This design comes from an exercise in tuning for small area on the open sky130 flow, not from production work. Function was checked by simulation only, so behaviour that the tests miss may differ from the original. Power and IR drop assume default switching activity.

==> flow/design.v (outline; a module is shown in full before it is edited, if it fits) <==
// module divider: 27 lines
// module counter: 18 lines
// module uart_receive: 96 lines
// module midi_receive: 47 lines
// module sin_gen: 174 lines
// module dist_ram: 18 lines
// module filter_coeff_rom: 8 lines
// module upsampler: 108 lines
// module mac_core: 578 lines
// module dlt_sig_dac_2nd_order: 115 lines
// module ripple_add: 17 lines
// module top_level: 128 lines
module top_level (
    input  wire         clk_100mhz,
    output logic [15:0] led,
    input  wire  [15:0] sw,
    input  wire  [ 4:0] btn,
    output logic        spk,
    output logic        aud_sd_n,
    input wire JA1
);
  // ...
==> flow/DAC_filter_coeffs.mem <==
0000a
00014
00026
00041
00068
000a0
000ed
00155
001de
00290
00372
00490
005f3
007a6
009b6
00c31
00f23
0129c
016aa
01b5c
020bf
026e1
02dce
03593
03e37
047c2
05237
05d98
069e2
0770e
08511
093da
0a355
0b368
0c3f4
0d4d3
0e5de
0f6e4
107b5
11819
127d7
136b2
1446c
150c8
15b86
1646c
16b3d
16fc6
171d6
17143
16deb
167b4
15e90
15279
14377
1319b
11d06
105e2
0ec66
0d0d8
0b384
094c4
074f8
0548b
033ec
0138c
3f3e4
3d565
3b883
39dac
38549
36fb6
35d48
34e44
342e3
33b4c
33795
337c3
33bc8
34383
34ec2
35d40
36eaa
3829c
398a7
3b051
3c916
3e26f
3fbd2
014b3
02c8d
042e0
05733
0691c
0783d
0844a
08d09
09254
09417
09255
08d27
084b8
07947
06b25
05ab3
0485e
034a0
01ff9
00aee
3f607
3e1c5
3cea9
3bd29
3adb0
3a09c
39639
38ec1
38a5b
38919
38af8
38fe1
397a9
3a210
3aec8
3bd71
3cda3
3dee8
3f0c7
002c2
0145e
02521
0349b
04263
04e1e
05782
05e53
0626c
063b6
06233
05df7
05729
04e02
042cc
035de
0279b
0186f
008ca
3f922
3e9e7
3db88
3ce6b
3c2ee
3b95f
3b1fe
3acfd
3aa78
3aa7a
3acfc
3b1e3
3b903
3c21f
3ccee
3d918
3e63d
3f3f8
001dd
00f85
01c87
02883
03320
03c11
04317
04801
04ab0
04b17
04938
04529
03f10
03722
02da1
022dc
0172b
00aeb
3fe7f
3f245
3e69f
3dbe5
3d269
3ca71
3c439
3bfed
3bda8
3bd76
3bf55
3c32e
3c8de
3d032
3d8ec
3e2c2
3ed63
3f879
003a7
00e97
018f1
02264
02aa6
03178
036a8
03a10
03b9a
03b3f
03906
03507
02f66
02856
02015
016e7
00d1a
002ff
3f8ea
3ef2c
3e613
3dde8
3d6ec
3d153
3cd48
3cae8
3ca42
3cb56
3ce18
3d26b
3d828
3df1d
3e70d
3efb4
3f8c8
001fe
00b09
013a0
01b7d
02260
02812
02c69
02f43
0308e
03041
02e64
02b0b
02655
0206d
01988
011e1
009ba
00158
3f904
3f100
3e98f
3e2ef
3dd55
3d8ed
3d5d8
3d42d
3d3f6
3d532
3d7d2
3dbbc
3e0cd
3e6d6
3eda2
3f4f7
3fc94
00438
00ba5
0129b
018e1
01e44
02298
025bb
02797
0281e
02751
02538
021ea
01d85
01831
0121f
00b83
00498
3fd99
3f6c1
3f04b
3ea6b
3e554
3e12e
3de19
3dc2f
3db7b
3dc00
3ddb8
3e08f
3e46b
3e929
3ee9d
3f497
3fae2
00146
0078f
00d86
012f9
017ba
01ba3
01e94
02076
0213c
020e3
01f70
01cf3
01984
01543
01057
00aeb
00531
3ff5b
3f999
3f41f
3ef1a
3eab5
3e714
3e453
3e28a
3e1c4
3e205
3e348
3e580
3e897
3ec70
3f0e7
3f5d5
3fb0c
0005f
005a1
00aa3
00f3b
01342
01697
0191e
01ac4
01b7d
01b46
01a22
0181f
01550
011d0
00dbe
00941
00481
3ffa7
3fade
3f64f
3f221
3ee78
3eb73
3e929
3e7ad
3e709
3e740
3e84f
3ea2a
3ecbd
3eff1
3f3a8
3f7c0
3fc14
0007d
004d5
008f6
00cbd
0100a
012c0
014cb
01619
016a3
01664
01563
013a9
01148
00e57
00af1
00735
00345
3ff46
3fb57
3f79e
3f439
3f146
3eedd
3ed12
3ebf2
3eb86
3ebcf
3ecc9
3ee68
3f09d
3f352
3f66f
3f9d6
3fd69
00106
00491
007e8
00aef
00d8d
00fab
01138
01229
01278
01222
0112e
00fa5
00d97
00b18
0083f
00527
001ea
3fea9
3fb7c
3f881
3f5d2
3f386
3f1af
3f05d
3ef99
3ef68
3efca
3f0bb
3f22f
3f419
3f666
3f900
3fbcf
3febb
001a7
0047b
0071f
0097b
00b7b
00d0f
00e2a
00ec4
00ed9
00e6a
00d7d
00c1c
00a54
00836
005d7
0034c
000ad
3fe11
3fb8f
3f93c
3f72e
3f575
3f41f
3f338
3f2c5
3f2c9
3f342
3f42b
3f57a
3f721
3f912
3fb3a
3fd84
3ffdc
0022d
00462
00669
00830
009a8
00ac4
00b7d
00bcd
00bb2
00b30
00a4d
00910
00788
005c2
003cf
001c2
3ffad
3fda2
3fbb3
3f9f2
3f86e
3f732
3f649
3f5bb
3f58a
3f5b7
3f63f
3f71c
3f846
3f9af
3fb4c
3fd0d
3fee1
000b8
00282
0042f
005b0
006f8
007fd
008b7
00921
00937
008fa
0086f
0079a
00684
00538
003c3
00231
00093
3fef6
3fd69
3fbf8
3fab1
3f99f
3f8cb
3f83a
3f7f1
3f7f1
3f83a
3f8c7
3f992
3fa94
3fbc2
3fd11
3fe76
3ffe2
00149
0029f
003d9
004eb
005cc
00676
006e3
00710
006fd
006ac
00621
00561
00473
00362
00237
000fc
3ffc0
3fe89
3fd66
3fc5e
3fb7b
3fac5
3fa41
3f9f3
3f9dc
3f9fd
3fa54
3fadc
3fb90
3fc68
3fd5e
3fe66
3ff79
0008b
00194
0028a
00365
0041e
004ae
00512
00546
0054a
0051e
004c5
00443
0039c
002d8
001fe
00116
00028
3ff3e
3fe5e
3fd91
3fcdd
3fc49
3fbda
3fb91
3fb72
3fb7d
3fbb0
3fc09
3fc84
3fd1d
3fdcc
3fe8d
3ff56
00021
000e8
001a3
0024c
002dd
00351
003a5
003d7
003e5
003cf
00397
00340
002ce
00244
001a8
00100
00053
3ffa7
3ff00
3fe66
3fddd
3fd6b
3fd12
3fcd5
3fcb6
3fcb5
3fcd3
3fd0c
3fd5f
3fdc9
3fe44
3fecc
3ff5d
3fff0
00080
0010a
00187
001f4
0024d
00290
002b9
002c9
002c0
0029e
00264
00217
001b7
0014b
000d4
00059
3ffde
3ff66
3fef6
3fe92
3fe3d
3fdfa
3fdca
3fdb0
3fdab
3fdbc
3fde0
3fe18
3fe5f
3feb4
3ff13
3ff78
3ffe0
00045
000a7
00101
00150
00191
001c2
001e2
001f1
001ed
001d8
001b2
0017e
0013e
000f3
000a2
0004c
3fff7
3ffa4
3ff55
3ff0e
3fed2
3fea1
3fe7f
3fe6b
3fe65
3fe6f
3fe87
3feab
3fedb
3ff14
3ff55
3ff9a
3ffe1
00026
00069
000a7
000de
0010b
0012e
00145
00150
0014e
00141
00128
00106
000db
000a9
00072
00039
00000
3ffc7
3ff92
3ff62
3ff39
3ff18
3ff00
3fef2
3feee
3fef4
3ff04
3ff1c
3ff3b
3ff61
3ff8c
3ffba
3ffe9
00017
00043
0006c
00091
000af
000c6
000d5
000dc
000db
000d2
000c2
000ac
0008f
0006f
0004b
00025
00000
3ffdb
3ffb9
3ff9a
3ff7f
3ff6a
3ff5b
3ff52
3ff50
3ff54
3ff5e
3ff6e
3ff83
3ff9b
3ffb7
3ffd4
3fff3
00010
0002c
00046
0005d
00070
0007e
00087
0008b
0008a
00084
0007a
0006b
00059
00044
0002d
00015
3fffe
3ffe7
3ffd1
3ffbe
3ffae
3ffa1
3ff98
3ff93
3ff93
3ff96
3ff9d
3ffa7
3ffb4
3ffc4
3ffd6
3ffe8
3fffb
0000c
0001e
0002d
0003b
00046
0004e
00053
00055
00054
0004f
00048
0003f
00033
00026
00018
00009
3fffc
3ffee
3ffe2
3ffd6
3ffcd
3ffc6
3ffc1
3ffbf
3ffbf
3ffc2
3ffc6
3ffcd
3ffd6
3ffdf
3ffea
3fff5
00000
0000a
00014
0001d
00025
0002b
0002f
00031
00032
00030
0002d
00028
00022
0001b
00013
0000b
00002
3fffb
3fff3
3ffec
3ffe6
3ffe1
3ffde
3ffdc
3ffdb
3ffdc
3ffde
3ffe1
3ffe5
3ffea
3fff0
3fff6
3fffd
00002
00008
0000d
00012
00016
00019
0001b
0001b
0001b
0001a
00018
00014
00011
0000d
00008
00003
00000
3fffb
3fff7
3fff3
3fff0
3ffee
3ffed
3ffec
3ffec
3ffed
3ffef
3fff1
3fff3
3fff6
3fffa
3fffd
00000
00003
00006
00009
0000b
0000d
0000e
0000e
0000e
0000e
0000d
0000b
00009
00007
00005
00002
00000
3fffe
3fffc
3fffa
3fff8
3fff7
3fff6
3fff6
3fff6
3fff6
3fff7
3fff8
3fffa
3fffb
3fffd
3ffff
00000
00001
00003
00004
00005
00006
00007
00007
00007
00007
00006
00005
00004
00003
00002
00001
00000
3ffff
3fffe
3fffd
3fffc
3fffc
3fffb
3fffb
3fffb
3fffc
3fffc
3fffd
3fffd
3fffe
3ffff
00000
00000
00001
00001
00002
00002
00003
00003
00003
00003
00003
00002
00002
00001
00001
00000
00000
00000
00000
3ffff
3ffff
3fffe
3fffe
3fffe
3fffe
3fffe
3fffe
3ffff
3ffff
3ffff
00000
00000
00000
00000
00000
00001
00001
00001
00001
00001
00001
00001
00001
00001
00000
00000
00000
00000
00000
00000
00000
00000
00000
3ffff
3ffff
3ffff
00000
==> flow/flow/run.sh <==
#!/bin/bash
# Layout flow: the standard ORFS flow (standard.sh) with one change in
# synthesis: combinational logic is mapped with an area-oriented ABC script
# (flow/abc_area_map.script) instead of ORFS's delay-oriented one, and Yosys's
# early "abc -fast" inside synth is skipped (-noabc) so that the hand-built
# full-adder trees reach extract_fa as written.  Registers, their names and
# cell types are exactly those of the standard synthesis; floorplan,
# placement, routing and finishing are the standard ones.  Clock tree
# synthesis uses clkbuf_4 buffers, clusters of at most 8 sinks within 60 um,
# and no dummy load cells (-dont_use_dummy_load).
set -euo pipefail
WORK=$(pwd)

# private copy of ORFS's scripts with the ABC script replaced
rm -rf "$WORK/scripts_area"
cp -r "$FLOW_HOME/scripts" "$WORK/scripts_area"
cp "$WORK/flow/abc_area_map.script" "$WORK/scripts_area/abc_speed.script"
cp "$WORK/flow/abc_area_map.script" "$WORK/scripts_area/abc_area.script"
export SCRIPTS_DIR="$WORK/scripts_area"
export SYNTH_OPERATIONS_ARGS="-noabc"
export CTS_ARGS="-sink_clustering_enable -repair_clock_nets -buf_list sky130_fd_sc_hd__clkbuf_4 -sink_clustering_size 8 -sink_clustering_max_diameter 60 -dont_use_dummy_load"

bash standard.sh synth > "$WORK/synth.log" 2>&1
bash standard.sh > "$WORK/layout.log" 2>&1
==> flow/flow/abc_area_map.script <==
strash
dc2
&get -n
&dch -f
&nf -R 1000
&put
strash
dc2
&get -n
&dch -f
&nf -R 1000
&put
topo
==> flow/standard.sh <==
#!/bin/bash
# synth_recipe.tcl (not shown) runs the flow's synth.tcl, then flattens the netlist and writes it again
# the make line also repeats each setting of config.mk as NAME=value (left out here)
make -C /OpenROAD-flow-scripts/flow DESIGN_CONFIG=/design/flow/config.mk WORK_HOME=/design/flow/orfs CLKGATE_MAP_FILE= SYNTH_SCRIPT=/design/flow/synth_recipe.tcl "${@:-finish}"
==> flow/config.mk <==
export PLATFORM = sky130hd
export DESIGN_NAME = top_level
export DESIGN_NICKNAME = top_level
export VERILOG_FILES = /design/flow/design.v
export SDC_FILE = /design/flow/constraint.sdc
export NUM_CORES = 4
export LEC_CHECK = 0
export CAP_MARGIN = 20
export CORE_MARGIN = 2
export CORE_UTILIZATION = 45
export GPL_TIMING_DRIVEN = 0
export SLEW_MARGIN = 20
export SYNTH_MEMORY_MAX_BITS = 32768
==> flow/constraint.sdc <==
create_clock -name core_clock -period 14.0 [get_ports {clk_100mhz}]
set_input_delay 2.8000 -clock core_clock [delete_from_list [all_inputs] [get_ports {clk_100mhz}]]
set_output_delay 2.8000 -clock core_clock [all_outputs]
set_load 0.01 [all_outputs]
==> Implementation_results.wiki, run 1 <==
{| class="wikitable"
! Metric !! Value
|-
| Maximum fanout encountered on the critical timing path || 22
|-
| Worst min path class || reg -> reg
|-
| Number of standard cells in the layout, taps in and fillers out || 7,227
|-
| Layout cell share with drive strength beyond 1 || 0.0825
|-
| Fraction of the yosys area taken by sequential cells || 0.544
|-
| Most instantiated flip-flop cell in the synthesis netlist || sky130_fd_sc_hd__dfxtp_1
|-
| Clock Power Share || 0.243
|-
| Vias per Instance || around 6.4
|-
| Cell Area, Synth || around 57,000 sq um
|-
| Actual transition at the worst max-transition pin || about 1.3 ns
|-
| Cell count along the critical path || 34
|-
| Outcome || timing/DRC/antenna clean
|-
| Worst flop-to-flop path startpoint || my_upsample.pend_addr[3]
|-
| Fmax || 0.0747 GHz
|-
| Total negative slack for setup checks || 0 ns
|-
| Post-layout worst setup margin || 0.620 ns
|-
| Starting utilization of the core area || 0.454
|-
| Worst-skew pair later-pin latency || 1.23 ns
|-
| Share of async-settable or async-resettable flops after synthesis || 0
|-
| Final non-filler cell area || 63,400 sq um
|-
| Portion of synthesized cell area occupied by the leading cell type || 0.503
|-
| Power group with the highest consumption || registers
|-
| Combinational family with the most area after synthesis || compound AO/OA/AOI/OAI gates
|-
| Capture point of the critical path || my_upsample.accum[33]
|-
| Part of the total power dissipated in combinational logic || 0.186
|-
| Most numerous cell types in the synthesized netlist || 1,433 x sky130_fd_sc_hd__dfxtp_1, 449 x sky130_fd_sc_hd__nor2_1, 425 x sky130_fd_sc_hd__nand2_1
|-
| Final antenna diode count || 26
|-
| Violation count after the first detailed-route iteration || 5,734
|-
| Largest registers in the final layout || my_upsample.sample_buffer_lutram.data (1024), my_upsample.accum (35), my_sin_gen.ang (32)
|-
| Count of distinct cell types in the synthesized netlist || 66
|-
| Number of input and output port buffers inserted || 33
|-
| Number of nets in the layout || 6,016
|-
| Buf+Inv Stages, Crit Path || 3
|}
==> inputs of run 2 (changes only) <==
--- a/flow/config.mk
+++ b/flow/config.mk
@@ -9,4 +9,3 @@
 export CORE_MARGIN = 2
-export CORE_UTILIZATION = 45
-export GPL_TIMING_DRIVEN = 0
+export CORE_UTILIZATION = 50
 export SLEW_MARGIN = 20
==> run 2 against run 1 <==
Largest cell class unchanged; sequential cell count did not move; count of clock-buffer cells in the layout increased by 3; maximum frequency grew 1.1%; worst setup slack better by 0.14 ns; design area decreased by 1.1%; via count grew 6.2%; combinational power up 5%; first-iteration DRC count is 43% higher; clock skew fell by 0.046 ns; register-to-register slack gained 0.14 ns; still clean; sequential power hardly changed.
==> Implementation_results.wiki, run 2 <==
{| class="wikitable"
! Metric !! Value
|-
| Setup slack after placement || 1.41 ns
|-
| Fraction of the yosys area taken by sequential cells || 0.544 (unchanged)
|-
| Pwr per Cell Area || approximately 130 nW/um^2
|-
| Most instantiated flip-flop cell in the synthesis netlist || sky130_fd_sc_hd__dfxtp_1
|-
| CP Launch Type || flip-flop
|-
| Vertical die dimension || 342 um
|-
| Global-route wire length before repair || between 300 and 400 mm
|-
| Pin count of the biggest net entering global routing || 57
|-
| Via count of the first global-routing pass || 49.1k
|-
| Max incr delay on CP || around 0.66 ns
|-
| Layout-stage area growth over the synthesis result || 9.93%
|-
| Total gr overflow || 0
|-
| Routed met2 length || 112 mm
|-
| Worst clock skew || 0.136 ns
|-
| Classification of the worst setup path || reg -> reg
|-
| Number of nets in the layout || 6,121 (+1.7%)
|-
| Final count of hold timing violations || 0
|-
| Total negative slack for setup checks || 0 ns (unchanged)
|-
| Clock tree from TritonCTS || done
|-
| Tcrit/Tclk final || 0.946
|-
| Number of max-capacitance violations reported || 0
|-
| Total routed wirelength || 278 mm
|-
| Library cell with the highest instance count after synthesis || sky130_fd_sc_hd__dfxtp_1
|-
| Number of instances in the synthesized netlist || 5,216
|-
| Count of boundary I/O pins || 41
|-
| Actual transition at the worst max-transition pin || 1.37 ns (+0.0478 ns)
|-
| Largest reg by FF count || my_upsample.sample_buffer_lutram.data
|-
| Row count || between 100 and 150
|-
| Worst hold slack || around 0.23 ns
|-
| Level count of the clock H-tree || 4
|-
| CTS sink count || about 1.5k
|-
| Buf+Inv Stages, Crit Path || 4 (+1)
|-
| Worst setup path startpoint || my_upsample.pend_addr[4]
|-
| Portion of synthesized cell area occupied by the leading cell type || 0.503 (unchanged)
|-
| Mean area per synthesized cell || between 10 and 15 sq um
|-
| DR WL met3 || 38.1 mm
|-
| Worst-skew pair later-pin latency || 1.23 ns (about the same)
|-
| Count of flip-flops with a built-in enable after synthesis || 77
|-
| Total number of yosys warnings || 15
|-
| Number of standard cells in the layout, taps in and fillers out || 7,181 (-0.64%)
|-
| Total routing resource utilization after global routing || 0.476
|-
| Post-CTS Repair Setup Buffers || 0
|-
| Post-layout worst setup margin || 0.763 ns (+0.143 ns)
|-
| Max FFs per register || 1,024
|-
| Overall die area || around 120,000 sq um
|-
| Leading cell type in the layout, fill and taps excluded || sky130_fd_sc_hd__dfxtp_1
|-
| Synthesized Nets || 5,679
|-
| Cell Area, Synth || 57,000 sq um (unchanged)
|-
| Root buffer cell || sky130_fd_sc_hd__clkbuf_4
|-
| Crit. End Element || flip-flop
|-
| Routed wire per std cell || 38.7 um
|-
| Endpoint of the lowest-slack register-to-register path || my_upsample.accum[33]
|-
| Setup repair after global routing missed its margin || false
|-
| Setup slack of the most critical reg-to-reg path || 0.76 ns
|-
| Capture point of the critical path || my_upsample.accum[33]
|-
| Flops & latches, synth || 1,510
|-
| Cell type group with the largest total delay on the critical path || adder cells
|-
| Max-slew violations || 0
|-
| Layout cell share with drive strength beyond 1 || 0.0870 (+0.00448)
|-
| Standard cell core area || 113,000 sq um
|-
| Count of distinct cell types in the synthesized netlist || 66 (unchanged)
|-
| Cell taking the most area after synthesis || sky130_fd_sc_hd__dfxtp_1
|-
| # hold bufs at CTS || 0
|-
| Last weighted congestion value of the routability-driven placer || 1.18
|-
| Leakage power || 24.6 nW
|-
| Library cell appearing most often on the critical path || sky130_fd_sc_hd__fa_1
|-
| Vias per Instance || 6.85 (+6.8%)
|-
| Worst flop-to-flop path startpoint || my_upsample.pend_addr[4]
|-
| CP required || 15.06 ns
|-
| Clock-pin slew on the worst setup and hold paths || 0.08 ns
|-
| Maximum fanout encountered on the critical timing path || 17 (-23%)
|-
| Fmax || 0.0755 GHz (+1.1%)
|-
| Number of fill cells || 9,139
|-
| Top routing layer in use || met5
|-
| Post-route DRC || 0
|-
| Biggest area contributors in the synthesized netlist || sky130_fd_sc_hd__dfxtp_1 50%, sky130_fd_sc_hd__fa_1 10%, sky130_fd_sc_hd__edfxtp_1 4.1%, sky130_fd_sc_hd__ha_1 3.4%, sky130_fd_sc_hd__a21oi_1 3.3%
|-
| Worst min path class || reg -> reg
|-
| Detailed-route wire length on metal 1 || 98.0 mm
|-
| Data arrival time of the worst path || around 14 ns
|-
| Violation count after the first detailed-route iteration || 8,206 (+43%)
|-
| Number of placed instances with taps included || roughly 7k
|-
| Cell count along the critical path || 36 (+5.9%)
|-
| Most numerous cell types in the synthesized netlist || 1,433 x sky130_fd_sc_hd__dfxtp_1, 449 x sky130_fd_sc_hd__nor2_1, 425 x sky130_fd_sc_hd__nand2_1
|-
| Largest registers in the final layout || my_upsample.sample_buffer_lutram.data (1024), my_upsample.accum (35), my_sin_gen.ang (32)
|-
| Highest-count cells in the layout ignoring fill and taps || 1,431 x sky130_fd_sc_hd__dfxtp_1, 420 x sky130_fd_sc_hd__nand2_1, 416 x sky130_fd_sc_hd__nor2_1, 374 x sky130_fd_sc_hd__a21oi_1, 356 x sky130_fd_sc_hd__o21ai_0
|-
| Antenna violations before repair || 48
|-
| Number of input and output port buffers inserted || 32 (-3.0%)
|-
| Startpoint of the tightest hold check path || my_upsample.sample_buffer_lutram.data[34][6]
|-
| Min Tclk post-route || 13.24 ns
|-
| Number of buffers between clock root and the deepest sink || 3
|-
| Die W || 342 um
|-
| Outcome || timing/DRC/antenna clean
|-
| Number of instances resized during post-cts repair || 0
|-
| First-pass DRT Iterations || 23
|-
| Max IR drop VDD || ~150 uV
|-
| Headroom to the max-slew limit || 0.0870
|-
| Worst Reg-to-Reg Cells || 36
|-
| Worst path slowest cell || sky130_fd_sc_hd__o21a_1
|-
| Cts bufs inserted || 212
|-
| Final number of setup-violating endpoints || 0
|-
| Final antenna-violating net count || 0
|-
| Total via count after detailed routing || roughly 50k
|-
| Starting utilization of the core area || 0.505 (+0.0513)
|-
| Share of async-settable or async-resettable flops after synthesis || 0 (unchanged)
|-
| Final HPWL DP || 193 mm
|}
==> run 2: cell count changes in the layout (fill, tap and decap cells not counted), moves of 9 or more <==
| cell | before | now |
|---|---|---|
| sky130_fd_sc_hd__nor2_1 | 392 | 416 |
| sky130_fd_sc_hd__buf_16 | 32 | 1 |
| sky130_fd_sc_hd__buf_6 | 22 | 0 |
| sky130_fd_sc_hd__buf_8 | 14 | 1 |
| sky130_fd_sc_hd__nand2_2 | 14 | 5 |
| sky130_fd_sc_hd__buf_12 | 17 | 1 |
| sky130_fd_sc_hd__nor2_4 | 15 | 3 |
| sky130_fd_sc_hd__nor2_2 | 42 | 30 |
| sky130_fd_sc_hd__nand2_1 | 410 | 420 |
| sky130_fd_sc_hd__buf_4 | 18 | 204 |
==> run 2: layer usage <==
layer | vias up | GRT usage
li1 | 19500 | -
met1 | 23800 | 0.541
met5 | - | 0.0335
met4 | 40 | 0.387
met2 | 4192 | 0.668
met3 | 1689 | 0.240
==> run 2: layout make-up <==
type	instances	area, sq um	area share
sequential	1510	31000	0.495
multi-input combinational	3563	25700	0.410
timing repair buffer	238	1900	0.0304
tap	1500	1880	0.0300
clock buffer	212	1590	0.0254
inverter	133	499	0.00797
antenna	25	62.6	0.000999
==> run 2: power breakdown <==
| part | internal, mW | switching [mW] |
|---|---|---|
| Combinational | 0.599 | 1.00 |
| Sequential | 4.49 | 0.185 |
| Clock | 0.690 | 1.33 |
==> run 2: worst min path at each step <==
stage / endpoint / cells past startpoint
3_5_place_dp: my_sin_gen.z[8] / 0
2_1_floorplan: my_sin_gen.ang[0] / 0
5_1_grt: my_upsample.sample_buffer_lutram.data[62][15] / 0
4_1_cts: my_upsample.sample_buffer_lutram.data[2][12] / 0
6_report: my_upsample.sample_buffer_lutram.data[35][6] / 0
3_3_place_gp: my_upsample.sample_buffer_lutram.data[25][13] / 0
==> run 2: worst register-to-register path: cells and delay by family, from the launching register on <==
family,cells,cell delay (ns)
xor+xnor,1,0.39
fa+ha+maj,22,8.99
compound gates,6,2.12
flops,1,0.37
buf+inv,4,0.47
simple gates,3,0.85
==> run 2: cell families (layout without fill, tap and decap cells) <==
group | count (synthesis) | count (layout) | synth area share
flops | 1510 | 1510 | 0.544
simple gates | 1486 | 1486 | 0.121
compound gates | 1402 | 1402 | 0.154
fa+ha+maj | 440 | 440 | 0.134
xor+xnor | 195 | 195 | 0.0300
buf+inv | 143 | 583 | 0.0101
mux | 38 | 38 | 0.00698
other cells | 2 | 27 | 0.000132
==> run 2: metrics by stage <==
| stage | utilization | cell area [sq um] | power (mW) |
|---|---|---|---|
| floorplan | - | 57000 | 5.67 |
| global placement | 0.539 | 60900 | 6.14 |
| detailed placement | 0.539 | 60900 | 6.28 |
| CTS | 0.554 | 62400 | 8.28 |
| global route | 0.555 | 62600 | 8.67 |
| finish | 0.555 | 62600 | 8.30 |
==> inputs of run 3 (changes only) <==
--- a/flow/config.mk
+++ b/flow/config.mk
@@ -9,4 +9,4 @@
 export CORE_MARGIN = 2
-export CORE_UTILIZATION = 50
-export SLEW_MARGIN = 20
+export CORE_UTILIZATION = 45
+export SLEW_MARGIN = 10
 export SYNTH_MEMORY_MAX_BITS = 32768
==> run 3 against run 2 <==
Global-route usage is 6.5 points lower; core utilization fell by 5.4 points; largest cell class unchanged; sequential power is 1% lower; still clean on timing, DRC and antenna; critical path type unchanged; routed wire length fell by 3.7%; count of clock-buffer cells in the layout is 1 higher; first-iteration DRC count decreased by 27%; combinational power about the same; design area up 0.54%; synthesized cell count is the same; sequential share of layout area fell by 0.27 points; sequential cell count did not move; largest power group unchanged; die area is 11% higher.
==> Implementation_results.wiki, run 3 <==
{| class="wikitable"
! Metric !! Value
|-
| Outcome || timing/DRC/antenna clean
|-
| Routed wire per std cell || 36.4 um (-6.1%)
|-
| Number of instances resized during post-cts repair || 0 (unchanged)
|-
| Synthesized Nets || 5,679 (unchanged)
|-
| Leakage power || 24.7 nW (+0.43%)
|-
| Worst-skew pair later-pin latency || 1.19 ns (-0.04 ns)
|-
| DP Area || 61,200 sq um (+0.64%)
|-
| Tcrit/Tclk final || 0.902 (-0.0433)
|-
| Portion of synthesized cell area occupied by the leading cell type || 0.503 (unchanged)
|-
| Post-layout worst setup margin || 1.37 ns (+0.606 ns)
|-
| Clock-pin slew on the worst setup and hold paths || 0.10 ns (+0.02 ns)
|-
| Actual transition at the worst max-transition pin || 1.27 ns (-0.0955 ns)
|-
| Total number of yosys warnings || 15 (unchanged)
|-
| Cell type group with the largest total delay on the critical path || adder cells
|-
| Largest registers in the final layout || my_upsample.sample_buffer_lutram.data (1024), my_upsample.accum (35), my_sin_gen.ang (32)
|-
| Worst Reg-to-Reg Cells || 35 (-2.8%)
|-
| Library cell with the highest instance count after synthesis || sky130_fd_sc_hd__dfxtp_1
|-
| Highest-count cells in the layout ignoring fill and taps || 1,431 x sky130_fd_sc_hd__dfxtp_1, 420 x sky130_fd_sc_hd__nor2_1, 419 x sky130_fd_sc_hd__nand2_1, 373 x sky130_fd_sc_hd__a21oi_1, 358 x sky130_fd_sc_hd__o21ai_0
|-
| Crit. End Element || flip-flop
|-
| Count of flip-flops with a built-in enable after synthesis || 77 (unchanged)
|-
| Level count of the clock H-tree || 4 (unchanged)
|-
| Number of max-capacitance violations reported || 0 (unchanged)
|-
| Post-synthesis adder-cell area fraction || 0.134 (unchanged)
|-
| Most instantiated flip-flop cell in the synthesis netlist || sky130_fd_sc_hd__dfxtp_1
|-
| Flops & latches, synth || 1,510 (unchanged)
|-
| Pin count of the biggest net entering global routing || 104 (+82%)
|-
| Final antenna-violating net count || 0 (unchanged)
|-
| Final HPWL DP || 189 mm (-2.0%)
|-
| Post-synthesis compound-gate area fraction || 0.154 (unchanged)
|-
| Startpoint of the tightest hold check path || my_upsample.sample_buffer_lutram.data[3][8]
|-
| Total negative slack for setup checks || 0 ns (unchanged)
|-
| Global-route wire length before repair || 369 mm (-3.6%)
|-
| Cts bufs inserted || 213 (+0.47%)
|-
| Last weighted congestion value of the routability-driven placer || 1.13 (-4.3%)
|-
| Library cell appearing most often on the critical path || sky130_fd_sc_hd__fa_1
|-
| Mean area per synthesized cell || 10.9 sq um (unchanged)
|-
| Post-CTS Repair Setup Buffers || 0 (unchanged)
|-
| # hold bufs at CTS || 0 (unchanged)
|-
| CP required || 15.05 ns (about the same)
|-
| Standard cell core area || 126,000 sq um (+11%)
|-
| CP Launch Type || flip-flop
|-
| Layout cell share with drive strength beyond 1 || 0.0894 (+0.00239)
|-
| Fraction of the yosys area taken by sequential cells || 0.544 (unchanged)
|-
| Root buffer cell || sky130_fd_sc_hd__clkbuf_4
|-
| Mux share of post-synthesis cell area || 0.00698 (unchanged)
|-
| Final number of setup-violating endpoints || 0 (unchanged)
|-
| Vertical die dimension || 360 um (+5.3%)
|-
| Starting utilization of the core area || 0.454 (-0.0513)
|-
| Number of instances in the synthesized netlist || 5,216 (unchanged)
|-
| Leading cell type in the layout, fill and taps excluded || sky130_fd_sc_hd__dfxtp_1
|-
| Simple logic cell fraction of the synthesized area || 0.121 (unchanged)
|-
| Headroom to the max-slew limit || 0.148 (+0.0606)
|-
| Row count || 130 (+5.7%)
|-
| Via count of the first global-routing pass || 46.3k (-5.8%)
|-
| Setup slack after placement || 1.40 ns (-0.0154 ns)
|-
| Total routed wirelength || 268 mm (-3.7%)
|-
| Max-slew violations || 0 (unchanged)
|-
| Overall die area || 129,000 sq um (+11%)
|-
| Antenna violations before repair || 31 (-35%)
|-
| Most numerous cell types in the synthesized netlist || 1,433 x sky130_fd_sc_hd__dfxtp_1, 449 x sky130_fd_sc_hd__nor2_1, 425 x sky130_fd_sc_hd__nand2_1
|-
| Cell Area, Synth || 57,000 sq um (unchanged)
|-
| Synthesized-area fraction occupied by xor and xnor cells || 0.0300 (unchanged)
|-
| Worst flop-to-flop path startpoint || my_upsample.pend_addr[4]
|-
| Final non-filler cell area || 63,000 sq um (+0.54%)
|-
| Number of nets in the layout || 6,149 (+0.46%)
|-
| Vias per Instance || 6.35 (-7.2%)
|-
| Number of input and output port buffers inserted || 32 (unchanged)
|-
| Maximum fanout encountered on the critical timing path || 22 (+5)
|-
| Setup repair after global routing missed its margin || false
|-
| Endpoint of the lowest-slack register-to-register path || my_upsample.accum[33]
|-
| Total routing resource utilization after global routing || 0.411 (-0.0650)
|-
| Worst min path class || reg -> reg
|-
| Data arrival time of the worst path || 13.68 ns (-0.62 ns)
|-
| Number of buffers between clock root and the deepest sink || 3 (unchanged)
|-
| Biggest area contributors in the synthesized netlist || sky130_fd_sc_hd__dfxtp_1 50%, sky130_fd_sc_hd__fa_1 10%, sky130_fd_sc_hd__edfxtp_1 4.1%, sky130_fd_sc_hd__ha_1 3.4%, sky130_fd_sc_hd__a21oi_1 3.3%
|-
| Max IR drop VDD || 132 uV (-9.9%)
|-
| Classification of the worst setup path || reg -> reg
|-
| Max FFs per register || 1,024 (unchanged)
|-
| Cell taking the most area after synthesis || sky130_fd_sc_hd__dfxtp_1
|-
| Setup slack of the most critical reg-to-reg path || 1.37 ns (+0.61 ns)
|-
| Max incr delay on CP || 0.73 ns (+0.07 ns)
|-
| Total via count after detailed routing || 46.8k (-4.8%)
|-
| Count of boundary I/O pins || 41 (unchanged)
|-
| Overall power of the completed layout || 8.24 mW (-0.72%)
|-
| Count of distinct cell types in the synthesized netlist || 66 (unchanged)
|-
| Share of async-settable or async-resettable flops after synthesis || 0 (unchanged)
|-
| Clock tree from TritonCTS || done
|-
| Worst path slowest cell || sky130_fd_sc_hd__o22ai_1
|-
| Worst clock skew || 0.156 ns (+0.0206 ns)
|-
| Largest reg by FF count || my_upsample.sample_buffer_lutram.data
|-
| Pwr per Cell Area || 131 nW/um^2 (-1.3%)
|-
| Total gr overflow || 0 (unchanged)
|-
| Min Tclk post-route || 12.63 ns (-0.606 ns)
|-
| Post-route DRC || 0 (unchanged)
|-
| CTS sink count || 1,510 (unchanged)
|-
| Fmax || 0.0792 GHz (+4.8%)
|-
| First-pass DRT Iterations || 8 (-65%)
|-
| Buf+Inv Stages, Crit Path || 4 (unchanged)
|-
| Final count of hold timing violations || 0 (unchanged)
|-
| Violation count after the first detailed-route iteration || 5,981 (-27%)
|-
| Layout-stage area growth over the synthesis result || 10.5%
|-
| Hold endpoint || my_upsample.sample_buffer_lutram.data[4][8]
|-
| Combinational family with the most area after synthesis || compound AO/OA/AOI/OAI gates
|-
| Number of cells on the worst hold path || 0 (unchanged)
|-
| Die W || 360 um (+5.3%)
|}
## run 3: cell count changes in the layout (fill, tap and decap cells not counted), moves of 3 or more
cell and change:
sky130_fd_sc_hd__buf_4 +21, sky130_fd_sc_hd__o21ai_1 -4, sky130_fd_sc_hd__diode_2 +6, sky130_fd_sc_hd__o32ai_1 +3, sky130_fd_sc_hd__nor3_1 +5, sky130_fd_sc_hd__or2_1 +3, sky130_fd_sc_hd__nor2_1 +4, sky130_fd_sc_hd__o32ai_2 -3
sky130_fd_sc_hd__nor3_2 -5, sky130_fd_sc_hd__clkbuf_4 +3, sky130_fd_sc_hd__nor2_2 -4
## run 3: how the worst max path moves through the flow
stage	start	to	slack, ns	cells past startpoint
finish	my_upsample.pend_addr[4]	my_upsample.accum[33]	1.37	35
global route	my_upsample.pend_addr[4]	my_upsample.accum[33]	0.79	35
CTS	my_upsample.pend_addr[4]	my_upsample.accum[33]	1.31	35
detailed placement	my_upsample.pend_addr[4]	my_upsample.accum[33]	1.40	35
global placement	my_upsample.pend_addr[4]	my_upsample.accum[33]	1.50	35
floorplan	my_upsample.pend_addr[4]	my_upsample.accum[33]	1.43	34
## run 3: layout make-up
type                       instances  area (sq um)
fill                           11100         62600
clock buffer                     213          1600
antenna                           31          77.6
tap                             1650          2060
multi-input combinational       3563         25600
inverter                         133           499
timing repair buffer             265          2100
sequential                      1510         31000
## run 3: where the power goes
group / leakage, nW / internal (mW) / switching, mW / total (mW)
combinational: 11.4 / 0.601 / 1.01 / 1.61
clock: 0.980 / 0.693 / 1.30 / 1.99
sequential: 12.3 / 4.49 / 0.145 / 4.63
## run 3: per-layer routing
metal | share of wire | vias up | GRT usage
met5 | 0.00075 | - | 0.00222
met4 | 0.076 | 20 | 0.261
met3 | 0.12 | 943 | 0.160
met2 | 0.41 | 3076 | 0.579
met1 | 0.40 | 23200 | 0.526
li1 | - | 19600 | -
## run 3: through the flow
| stage | hold WS [ns] | instances | util |
|---|---|---|---|
| final | 0.225 | 7365 | 0.502 |
| after global routing | 0.218 | 7345 | 0.501 |
| after CTS | 0.215 | 7329 | 0.500 |
| after detailed placement | 0.312 | 7116 | 0.488 |
| after global placement | 0.310 | 7111 | 0.487 |
| after floorplan | 0.310 | 5216 | - |
## run 3: cells by family after synthesis
| family | Yosys count |
|---|---|
| AOI/OAI and AO/OA | 1402 |
| and+or+nand+nor | 1486 |
| adders and majority gates | 440 |
| other | 2 |
| buffers and inverters | 143 |
| xor gates and xnor gates | 195 |
| DFF | 1510 |
| muxes | 38 |
==> inputs of run 4 (changes only) <==
--- a/flow/flow/run.sh
+++ b/flow/flow/run.sh
@@ -8,3 +8,3 @@
 # placement, routing and finishing are the standard ones.  Clock tree
-# synthesis uses clkbuf_4 buffers, clusters of at most 8 sinks within 60 um,
+# synthesis uses clkbuf_4 buffers, clusters of at most 10 sinks within 60 um,
 # and no dummy load cells (-dont_use_dummy_load).
@@ -20,3 +20,3 @@
 export SYNTH_OPERATIONS_ARGS="-noabc"
-export CTS_ARGS="-sink_clustering_enable -repair_clock_nets -buf_list sky130_fd_sc_hd__clkbuf_4 -sink_clustering_size 8 -sink_clustering_max_diameter 60 -dont_use_dummy_load"
+export CTS_ARGS="-sink_clustering_enable -repair_clock_nets -buf_list sky130_fd_sc_hd__clkbuf_4 -sink_clustering_size 10 -sink_clustering_max_diameter 60 -dont_use_dummy_load"
 
--- a/flow/config.mk
+++ b/flow/config.mk
@@ -10,3 +10,3 @@
 export CORE_UTILIZATION = 45
-export SLEW_MARGIN = 10
+export SLEW_MARGIN = 20
 export SYNTH_MEMORY_MAX_BITS = 32768
==> run 4 against run 3 <==
Still clean on timing, DRC and antenna; global-route usage grew 0.095 points; routed wire length is essentially flat; sequential power is essentially flat; design area shrank 0.49%; count of clock-buffer cells in the layout shrank 36; critical path depth is the same; register-to-register slack lost 0.11 ns; first-iteration DRC count grew 4.4%; clock power shrank 7%; clock skew shrank 0.023 ns; critical endpoint unchanged.
==> Implementation_results.wiki, run 4 <==
{| class="wikitable"
! Metric !! Value
|-
| Post-route DRC || 0 (unchanged)
|-
| Worst clock skew || 0.133 ns (-0.0229 ns)
|-
| Setup repair after global routing missed its margin || false
|-
| Pwr per Cell Area || 129 nW/um^2 (-1.6%)
|-
| CTS sink count || 1,510 (unchanged)
|-
| Library cell appearing most often on the critical path || sky130_fd_sc_hd__fa_1
|-
| Number of nets in the layout || 6,108 (-0.67%)
|-
| Antenna violations before repair || 36 (+16%)
|-
| Highest-count cells in the layout ignoring fill and taps || 1,431 x sky130_fd_sc_hd__dfxtp_1, 419 x sky130_fd_sc_hd__nand2_1, 417 x sky130_fd_sc_hd__nor2_1, 373 x sky130_fd_sc_hd__a21oi_1, 354 x sky130_fd_sc_hd__o21ai_0
|-
| Maximum fanout encountered on the critical timing path || 22 (unchanged)
|-
| Number of instances resized during post-cts repair || 0 (unchanged)
|-
| Leakage power || 24.5 nW (-0.76%)
|-
| Fmax || 0.0785 GHz (-0.85%)
|-
| Row count || 130 (unchanged)
|-
| Most numerous cell types in the synthesized netlist || 1,433 x sky130_fd_sc_hd__dfxtp_1, 449 x sky130_fd_sc_hd__nor2_1, 425 x sky130_fd_sc_hd__nand2_1
|-
| Max IR drop VDD || 103 uV (-22%)
|-
| Final count of hold timing violations || 0 (unchanged)
|-
| Total via count after detailed routing || 46.6k (-0.48%)
|-
| Fraction of the yosys area taken by sequential cells || 0.544 (unchanged)
|-
| Tcrit/Tclk final || 0.910 (+0.00773)
|-
| Starting utilization of the core area || 0.454 (unchanged)
|-
| Min Tclk post-route || 12.74 ns (+0.108 ns)
|-
| Total number of yosys warnings || 15 (unchanged)
|-
| Final HPWL DP || 189 mm (about the same)
|-
| Number of cells on the worst hold path || 0 (unchanged)
|-
| Violation count after the first detailed-route iteration || 6,242 (+4.4%)
|-
| Vias per Instance || 6.36 (+0.12%)
|-
| Overall die area || 129,000 sq um (unchanged)
|-
| Max FFs per register || 1,024 (unchanged)
|-
| Last weighted congestion value of the routability-driven placer || 1.13 (unchanged)
|-
| Die W || 360 um (unchanged)
|-
| Standard cell core area || 126,000 sq um (unchanged)
|-
| Number of max-capacitance violations reported || 0 (unchanged)
|-
| Portion of synthesized cell area occupied by the leading cell type || 0.503 (unchanged)
|-
| Cell count along the critical path || 35 (unchanged)
|-
| Layout cell share with drive strength beyond 1 || 0.0836 (-0.00573)
|-
| Classification of the worst setup path || reg -> reg
|-
| Mean area per synthesized cell || 10.9 sq um (unchanged)
|-
| Post-CTS Repair Setup Buffers || 0 (unchanged)
|-
| Global-route wire length before repair || 369 mm (about the same)
|-
| Data arrival time of the worst path || 13.86 ns (+0.18 ns)
|-
| Synthesized Nets || 5,679 (unchanged)
|-
| Number of instances in the synthesized netlist || 5,216 (unchanged)
|-
| Cts bufs inserted || 177 (-17%)
|-
| Actual transition at the worst max-transition pin || 1.36 ns (+0.0894 ns)
|-
| Final number of setup-violating endpoints || 0 (unchanged)
|-
| Cell Area, Synth || 57,000 sq um (unchanged)
|-
| Cell type group with the largest total delay on the critical path || adder cells
|-
| Count of flip-flops with a built-in enable after synthesis || 77 (unchanged)
|-
| Layout-stage area growth over the synthesis result || 9.98%
|-
| Total routing resource utilization after global routing || 0.412 (+0.000946)
|-
| Largest registers in the final layout || my_upsample.sample_buffer_lutram.data (1024), my_upsample.accum (35), my_sin_gen.ang (32)
|-
| Vertical die dimension || 360 um (unchanged)
|-
| Flops & latches, synth || 1,510 (unchanged)
|-
| Worst Reg-to-Reg Cells || 35 (unchanged)
|-
| Max incr delay on CP || 0.77 ns (+0.04 ns)
|-
| Outcome || timing/DRC/antenna clean
|-
| Buf+Inv Stages, Crit Path || 4 (unchanged)
|-
| CP Launch Type || flip-flop
|-
| Overall power of the completed layout || 8.07 mW (-2.1%)
|-
| Total gr overflow || 0 (unchanged)
|-
| Clock-pin slew on the worst setup and hold paths || 0.10 ns (about the same)
|-
| Biggest area contributors in the synthesized netlist || sky130_fd_sc_hd__dfxtp_1 50%, sky130_fd_sc_hd__fa_1 10%, sky130_fd_sc_hd__edfxtp_1 4.1%, sky130_fd_sc_hd__ha_1 3.4%, sky130_fd_sc_hd__a21oi_1 3.3%
|-
| Count of boundary I/O pins || 41 (unchanged)
|-
| Clock tree from TritonCTS || done
|-
| Library cell with the highest instance count after synthesis || sky130_fd_sc_hd__dfxtp_1
|-
| Via count of the first global-routing pass || 46.0k (-0.60%)
|-
| Pin count of the biggest net entering global routing || 104 (unchanged)
|-
| Largest reg by FF count || my_upsample.sample_buffer_lutram.data
|-
| Level count of the clock H-tree || 4 (unchanged)
|-
| Most instantiated flip-flop cell in the synthesis netlist || sky130_fd_sc_hd__dfxtp_1
|-
| Number of buffers between clock root and the deepest sink || 3 (unchanged)
|-
| Worst path slowest cell || sky130_fd_sc_hd__o22ai_1
|-
| Leading cell type in the layout, fill and taps excluded || sky130_fd_sc_hd__dfxtp_1
|-
| Routed wire per std cell || 36.6 um (+0.59%)
|-
| Count of distinct cell types in the synthesized netlist || 66 (unchanged)
|-
| Number of input and output port buffers inserted || 32 (unchanged)
|-
| Final antenna-violating net count || 0 (unchanged)
|-
| Max-slew violations || 0 (unchanged)
|-
| Worst-skew pair later-pin latency || 1.24 ns (+0.05 ns)
|-
| # hold bufs at CTS || 0 (unchanged)
|-
| Total routed wirelength || 268 mm (about the same)
|-
| Share of async-settable or async-resettable flops after synthesis || 0 (unchanged)
|-
| Total negative slack for setup checks || 0 ns (unchanged)
|-
| CP required || 15.12 ns (+0.07 ns)
|-
| Root buffer cell || sky130_fd_sc_hd__clkbuf_4
|-
| Worst min path class || reg -> reg
|-
| First-pass DRT Iterations || 8 (unchanged)
|-
| Headroom to the max-slew limit || 0.0814 (-0.0661)
|-
| Cell taking the most area after synthesis || sky130_fd_sc_hd__dfxtp_1
|-
| Crit. End Element || flip-flop
|}
## run 4: logic make-up (layout without fill, tap and decap cells)
group           after synthesis  count (layout)  share of synthesized area
simple gates               1486            1486                      0.121
other cells                   2              30                   0.000132
fa+ha+maj                   440             440                      0.134
compound gates             1402            1402                      0.154
xor+xnor                    195             195                     0.0300
buf+inv                     143             570                     0.0101
mux                          38              38                    0.00698
flops                      1510            1510                      0.544
## run 4: report_power, final
group / internal, mW / leakage, nW / total, mW / switching, mW
Combinational: 0.578 / 11.4 / 1.57 / 0.994
Sequential: 4.49 / 12.3 / 4.64 / 0.148
Clock: 0.580 / 0.814 / 1.85 / 1.27
Total: 5.65 / 24.5 / 8.07 / 2.42
## run 4: stage by stage
stage	setup WS, ns	util	hold slack [ns]	cell area (sq um)	instances
after global placement	1.50	0.487	0.310	61200	7111
after floorplan	1.43	-	0.310	57000	5216
after global routing	0.690	0.499	0.228	62600	7297
after detailed placement	1.32	0.488	0.312	61200	7113
after CTS	1.25	0.498	0.243	62600	7290
final	1.26	0.499	0.257	62700	7321
## run 4: path summary, 6_finish.rpt
path,from,end,slack (ns)
max,my_upsample.pend_addr[4],my_upsample.accum[33],1.26
min,my_upsample.sample_buffer_lutram.data[47][15],my_upsample.sample_buffer_lutram.data[48][15],0.26
max reg2reg,my_upsample.pend_addr[4],my_upsample.accum[33],1.26
min reg2reg,my_upsample.sample_buffer_lutram.data[47][15],my_upsample.sample_buffer_lutram.data[48][15],0.26
## run 4: final cells by class
class                           count  area, sq um
Antenna cell                       28         70.1
Clock buffer                      177         1330
Fill cell                       11100        62900
Inverter                          133          499
Multi-Input combinational cell   3563        25600
Sequential cell                  1510        31000
Tap cell                         1650         2060
Timing Repair Buffer              260         2060
## run 4: worst register-to-register path: cells and delay by family (launching register included)
family	cells	cell delay, ns
xor+xnor	1	0.18
compound gates	5	1.71
flops	1	0.36
simple gates	3	1.26
fa+ha+maj	22	8.69
buf+inv	4	0.46
## run 4: layer usage
metal / global-route usage / routed length [um]
met1: 0.524 / 107000
met2: 0.577 / 108000
met3: 0.165 / 31600
met4: 0.269 / 21500
met5: 0 / 230

-- afterwards: timing with drivers on the ports --
The flow's constraints put no driver on any port. The routed layouts listed below were extracted and timed again, unchanged, in two steps. Step 1 (the two cells are an assumption about what drives the block):
set clk [get_ports {clk_100mhz}]
set_driving_cell -lib_cell sky130_fd_sc_hd__clkbuf_16 $clk
set_driving_cell -lib_cell sky130_fd_sc_hd__buf_2 [delete_from_list [all_inputs] $clk]
Step 2 adds t to the input delays and takes it off the output delays; t is the mean of the earliest and latest rising clock arrival at the registers after step 1. Input paths then give back, and output paths get back, about the clock's delay inside the block. a / b / c = ideal ports / drivers / drivers and shift; a / b = the first two.
| run | t, ns | slack for setup (ns) | hold WS [ns] | worst data-port slew with drivers (ns) | pins driven straight from the clock port |
|---|---|---|---|---|---|
| run 1 | 1.220 | 0.620 / 0.620 / 0.620 | 0.174 / 0.174 / 0.174 | 0.12 | 1 |
| run 2 | 1.236 | 0.763 / 0.763 / 0.763 | 0.235 / 0.235 / 0.235 | 0.06 | 1 |
| run 3 | 1.218 | 1.369 / 1.369 / 1.369 | 0.225 / 0.225 / 0.225 | 0.09 | 1 |
| run 4 | 1.249 | 1.260 / 1.260 / 1.260 | 0.257 / 0.257 / 0.257 | 0.09 | 1 |
After both steps setup and hold are still met in every run listed.
